Background: an optimization exercise with open tools, aiming at small area and a short achievable clock period. Do not read the settings as production practice.
The RTL was checked by simulation tests, not by an equivalence proof against the original design.
Power and IR drop assume default switching activity.

==> v7 <==
==> flow/design.v <==
module fifo_sync #(
    parameter WIDTH = 32,
    parameter DEPTH = 64
) (
    input  logic clk,
    input  logic rst_n,
    input  logic wr_en,
    input  logic rd_en,
    input  logic [WIDTH-1:0] wr_data,
    output logic [WIDTH-1:0] rd_data,
    output logic full,
    output logic empty,
    output logic almost_full,
    output logic [$clog2(DEPTH):0] count
);
    logic [WIDTH-1:0] mem [0:DEPTH-1];
    logic [DEPTH-1:0] rd_sel, wr_row;
    logic [$clog2(DEPTH):0] cnt;
    logic full_q, empty_q, afull_q;
    assign count       = cnt;
    assign full        = full_q;
    assign empty       = empty_q;
    assign almost_full = afull_q;
    wire wr_fire = wr_en & ~full_q;
    wire rd_fire = rd_en & ~empty_q;
    wire inc = wr_fire & ~rd_fire;
    wire dec = rd_fire & ~wr_fire;
    wire full_nx = inc ? (cnt == DEPTH-1) : (dec ? 1'b0 : full_q);
    wire [DEPTH-1:0] wr_pos = full_q ? rd_sel : wr_row;
    wire [DEPTH-1:0] wr_pos_nx = wr_fire ? {wr_pos[DEPTH-2:0], wr_pos[DEPTH-1]} : wr_pos;
    always_ff @(posedge clk) begin
        for (int i = 0; i < DEPTH; i++)
            if (wr_row[i]) mem[i] <= wr_data;
    end
    logic [WIDTH-1:0] head;
    always_comb begin
        head = '0;
        for (int i = 0; i < DEPTH; i++)
            head = head | (mem[i] & {WIDTH{rd_sel[i]}});
    end
    always_ff @(posedge clk or negedge rst_n) begin
        if (!rst_n) begin
            wr_row  <= DEPTH'(1);
            rd_sel  <= DEPTH'(1);
            cnt     <= '0;
            full_q  <= 1'b0;
            empty_q <= 1'b1;
            afull_q <= 1'b0;
            rd_data <= '0;
        end else begin
            wr_row <= wr_pos_nx & {DEPTH{~full_nx}};
            if (rd_fire) begin
                rd_sel  <= {rd_sel[DEPTH-2:0], rd_sel[DEPTH-1]};
                rd_data <= head;
            end
            full_q <= full_nx;
            if (inc) begin
                cnt     <= cnt + 1'b1;
                empty_q <= 1'b0;
                afull_q <= (cnt >= DEPTH-2);
            end else if (dec) begin
                cnt     <= cnt - 1'b1;
                empty_q <= (cnt == 1);
                afull_q <= (cnt == DEPTH);
            end
        end
    end
endmodule
==> flow/run.sh <==
#!/bin/bash
# synth_recipe.tcl (not shown) runs the flow's synth.tcl, then flattens the netlist and writes it again
# the make line also repeats each setting of config.mk as NAME=value (left out here)
make -C /OpenROAD-flow-scripts/flow DESIGN_CONFIG=/design/flow/config.mk WORK_HOME=/design/flow/orfs CLKGATE_MAP_FILE= SYNTH_SCRIPT=/design/flow/synth_recipe.tcl finish
==> flow/config.mk <==
export PLATFORM = sky130hd
export DESIGN_NAME = fifo_sync
export DESIGN_NICKNAME = fifo_sync
export VERILOG_FILES = /design/flow/design.v
export SDC_FILE = /design/flow/constraint.sdc
export NUM_CORES = 4
export LEC_CHECK = 0
export CAP_MARGIN = 20
export CORE_MARGIN = 2
export CORE_UTILIZATION = 65
export CTS_BUF_LIST = sky130_fd_sc_hd__clkbuf_16
export CTS_CLUSTER_DIAMETER = 80
export CTS_CLUSTER_SIZE = 26
export SETUP_SLACK_MARGIN = 1.6
export SLEW_MARGIN = 20
==> flow/constraint.sdc <==
create_clock -name core_clock -period 3.8 [get_ports {clk}]
set_input_delay 0.7600 -clock core_clock [delete_from_list [all_inputs] [get_ports {clk}]]
set_output_delay 0.7600 -clock core_clock [all_outputs]
set_load 0.01 [all_outputs]
==> v15 (differences from v7) <==
--- a/flow/design.v
+++ b/flow/design.v
@@ -15,4 +15,8 @@
 );
+    localparam LO = 8;
+    localparam HI = DEPTH / LO;
     logic [WIDTH-1:0] mem [0:DEPTH-1];
-    logic [DEPTH-1:0] rd_sel, wr_row;
+    logic [LO-1:0] wr_lo;
+    logic [HI-1:0] wr_hi, wr_hig;
+    logic [DEPTH-1:0] rd_sel;    
     logic [$clog2(DEPTH):0] cnt;
@@ -28,7 +32,6 @@
     wire full_nx = inc ? (cnt == DEPTH-1) : (dec ? 1'b0 : full_q);
-    wire [DEPTH-1:0] wr_pos = full_q ? rd_sel : wr_row;
-    wire [DEPTH-1:0] wr_pos_nx = wr_fire ? {wr_pos[DEPTH-2:0], wr_pos[DEPTH-1]} : wr_pos;
+    wire [HI-1:0] wr_hi_nx = (wr_fire && wr_lo[LO-1]) ? {wr_hi[HI-2:0], wr_hi[HI-1]} : wr_hi;
     always_ff @(posedge clk) begin
         for (int i = 0; i < DEPTH; i++)
-            if (wr_row[i]) mem[i] <= wr_data;
+            if (wr_hig[i/LO] && wr_lo[i%LO]) mem[i] <= wr_data;
     end
@@ -42,3 +45,5 @@
         if (!rst_n) begin
-            wr_row  <= DEPTH'(1);
+            wr_lo   <= LO'(1);
+            wr_hi   <= HI'(1);
+            wr_hig  <= HI'(1);
             rd_sel  <= DEPTH'(1);
@@ -50,3 +55,5 @@
         end else begin
-            wr_row <= wr_pos_nx & {DEPTH{~full_nx}};
+            if (wr_fire) wr_lo <= {wr_lo[LO-2:0], wr_lo[LO-1]};
+            wr_hi  <= wr_hi_nx;
+            wr_hig <= wr_hi_nx & {HI{~full_nx}};
             if (rd_fire) begin
CORE_UTILIZATION = 50   (was 65)
SETUP_SLACK_MARGIN = 1.4   (was 1.6)
==> v20 (differences from v7) <==
--- a/flow/design.v
+++ b/flow/design.v
@@ -15,5 +15,6 @@
 );
+    localparam PTR_WIDTH = $clog2(DEPTH);
     logic [WIDTH-1:0] mem [0:DEPTH-1];
-    logic [DEPTH-1:0] rd_sel, wr_row;
-    logic [$clog2(DEPTH):0] cnt;
+    logic [PTR_WIDTH-1:0] wr_ptr, rd_ptr;
+    logic [PTR_WIDTH:0] cnt;
     logic full_q, empty_q, afull_q;
@@ -27,8 +28,5 @@
     wire dec = rd_fire & ~wr_fire;
-    wire full_nx = inc ? (cnt == DEPTH-1) : (dec ? 1'b0 : full_q);
-    wire [DEPTH-1:0] wr_pos = full_q ? rd_sel : wr_row;
-    wire [DEPTH-1:0] wr_pos_nx = wr_fire ? {wr_pos[DEPTH-2:0], wr_pos[DEPTH-1]} : wr_pos;
     always_ff @(posedge clk) begin
         for (int i = 0; i < DEPTH; i++)
-            if (wr_row[i]) mem[i] <= wr_data;
+            if (!full_q && wr_ptr == i) mem[i] <= wr_data;
     end
@@ -38,3 +36,3 @@
         for (int i = 0; i < DEPTH; i++)
-            head = head | (mem[i] & {WIDTH{rd_sel[i]}});
+            head = head | (mem[i] & {WIDTH{rd_ptr == i}});
     end
@@ -42,4 +40,4 @@
         if (!rst_n) begin
-            wr_row  <= DEPTH'(1);
-            rd_sel  <= DEPTH'(1);
+            wr_ptr  <= '0;
+            rd_ptr  <= '0;
             cnt     <= '0;
@@ -50,10 +48,10 @@
         end else begin
-            wr_row <= wr_pos_nx & {DEPTH{~full_nx}};
+            if (wr_fire) wr_ptr <= wr_ptr + 1'b1;
             if (rd_fire) begin
-                rd_sel  <= {rd_sel[DEPTH-2:0], rd_sel[DEPTH-1]};
+                rd_ptr  <= rd_ptr + 1'b1;
                 rd_data <= head;
             end
-            full_q <= full_nx;
             if (inc) begin
                 cnt     <= cnt + 1'b1;
+                full_q  <= (cnt == DEPTH-1);
                 empty_q <= 1'b0;
@@ -62,2 +60,3 @@
                 cnt     <= cnt - 1'b1;
+                full_q  <= 1'b0;
                 empty_q <= (cnt == 1);
CORE_UTILIZATION = 40   (was 65)
CTS_BUF_LIST = default   (was sky130_fd_sc_hd__clkbuf_16)
CTS_CLUSTER_DIAMETER = default   (was 80)
CTS_CLUSTER_SIZE = default   (was 26)
SETUP_SLACK_MARGIN = 0.2   (was 1.6)
==> v3 (differences from v7) <==
--- a/flow/design.v
+++ b/flow/design.v
@@ -34,7 +34,8 @@
     end
-    logic [WIDTH-1:0] head;
+    wire [DEPTH-1:0] rd_pick = rd_sel & {DEPTH{rd_fire}};
+    logic [WIDTH-1:0] rd_nx;
     always_comb begin
-        head = '0;
+        rd_nx = rd_data & {WIDTH{~rd_fire}};
         for (int i = 0; i < DEPTH; i++)
-            head = head | (mem[i] & {WIDTH{rd_sel[i]}});
+            rd_nx = rd_nx | (mem[i] & {WIDTH{rd_pick[i]}});
     end
@@ -51,6 +52,4 @@
             wr_row <= wr_pos_nx & {DEPTH{~full_nx}};
-            if (rd_fire) begin
-                rd_sel  <= {rd_sel[DEPTH-2:0], rd_sel[DEPTH-1]};
-                rd_data <= head;
-            end
+            if (rd_fire) rd_sel <= {rd_sel[DEPTH-2:0], rd_sel[DEPTH-1]};
+            rd_data <= rd_nx;
             full_q <= full_nx;
==> comparison table <==
| item | v15 | v20 | v7 | v3 |
|---|---|---|---|---|
| Met1 Track Usage GR | 0.524 | 0.443 | 0.686 | 0.696 |
| Power per Cell Area | 465 nW/um^2 | 674 nW/um^2 | 446 nW/um^2 | 452 nW/um^2 |
| Design Power | 40200 uW | 61400 uW | 40600 uW | 40500 uW |
| Final nets | 4437 | 4692 | 4845 | 4713 |
| Largest net degree at the start of global routing | 97 | 65 | 97 | 103 |
| Power share of the combinational group | 0.027 | 0.208 | 0.031 | 0.029 |
| Arrival time at the worst endpoint | 3140 ps | 4450 ps | 2960 ps | 3030 ps |
| Count of placed standard cells including taps | 6241 | 6942 | 6054 | 5990 |
| Worst ir drop on vdd | 0.367 mV | 0.548 mV | 0.390 mV | 0.427 mV |
| Total Routed Length | 315 mm | 344 mm | 334 mm | 333 mm |
| Pre-Repair DR Iteration Count | 8 | 6 | 10 | 9 |
| Number of multi-input combinational cells in the layout | 1724 | 1892 | 1874 | 1871 |
| Minimum setup slack among reg-to-reg paths | 1340 ps | 120 ps | 1470 ps | 1410 ps |
| Post-route clock skew | 49.8 ps | 45.7 ps | 48.0 ps | 36.1 ps |
| Destination of the worst register-to-register timing path | rd_data[6]$_DFFE_PN0P_ | rd_data[12]$_DFFE_PN0P_ | rd_data[8]$_DFFE_PN0P_ | rd_data[26]$_DFF_PN0_ |
| Number of fill cells in the layout | 11700 | 15800 | 7320 | 7229 |
| Outcome | finished clean | finished clean | finished clean | finished with violations |
| Violated checks | - | - | - | hold timing |
| Required time of the critical path | 4480 ps | 4570 ps | 4430 ps | 4440 ps |
| Crit-path max cell delay | 640 ps | 660 ps | 570 ps | 610 ps |
| CP endpoint | rd_data[6]$_DFFE_PN0P_ | rd_data[12]$_DFFE_PN0P_ | rd_data[8]$_DFFE_PN0P_ | rd_data[26]$_DFF_PN0_ |
| Mux contribution to synthesized area | 0.00116 | 0.00569 | 0.00797 | 0.00804 |
| Reported net switching power | 8490 uW | 19300 uW | 8470 uW | 8460 uW |
| DP Worst Slack | 558 ps | 242 ps | 540 ps | 668 ps |

[separate check: timing with driven ports]
Ports are ideal in the flow. The routed layouts listed here were re-timed in OpenROAD.
Step 1 sets driving cells, clkbuf_16 on the clock port and buf_2 on the other inputs (assumed; they add their load-dependent delay and slew).
Step 2 adds t to the input delays and takes it off the output delays; t is the mean of the earliest and latest rising clock arrival at the registers after step 1. Input paths then give back, and output paths get back, about the clock's delay inside the block.
Slacks: no drivers / after step 1 / after step 2; pairs: no drivers / after step 1.
run | t (ns) | setup WS [ns] | hold slack, ns | cell pins on the clock port's net
v7 | 0.832 | 1.466 / 1.388 / 1.079 | 0.024 / -0.010 / 0.498 | 1
v15 | 0.855 | 1.343 / 1.304 / 0.727 | 0.093 / 0.059 / 0.507 | 1
v20 | 0.943 | 0.122 / 0.122 / 0.122 | 0.332 / 0.306 / 0.487 | 1
v3 | 0.834 | 1.407 / 1.407 / 0.832 | -0.013 / -0.048 / 0.479 | 1
For v15, which loses most, drivers alone change the setup slack by -0.039 ns; drivers and shift together by -0.616 ns.
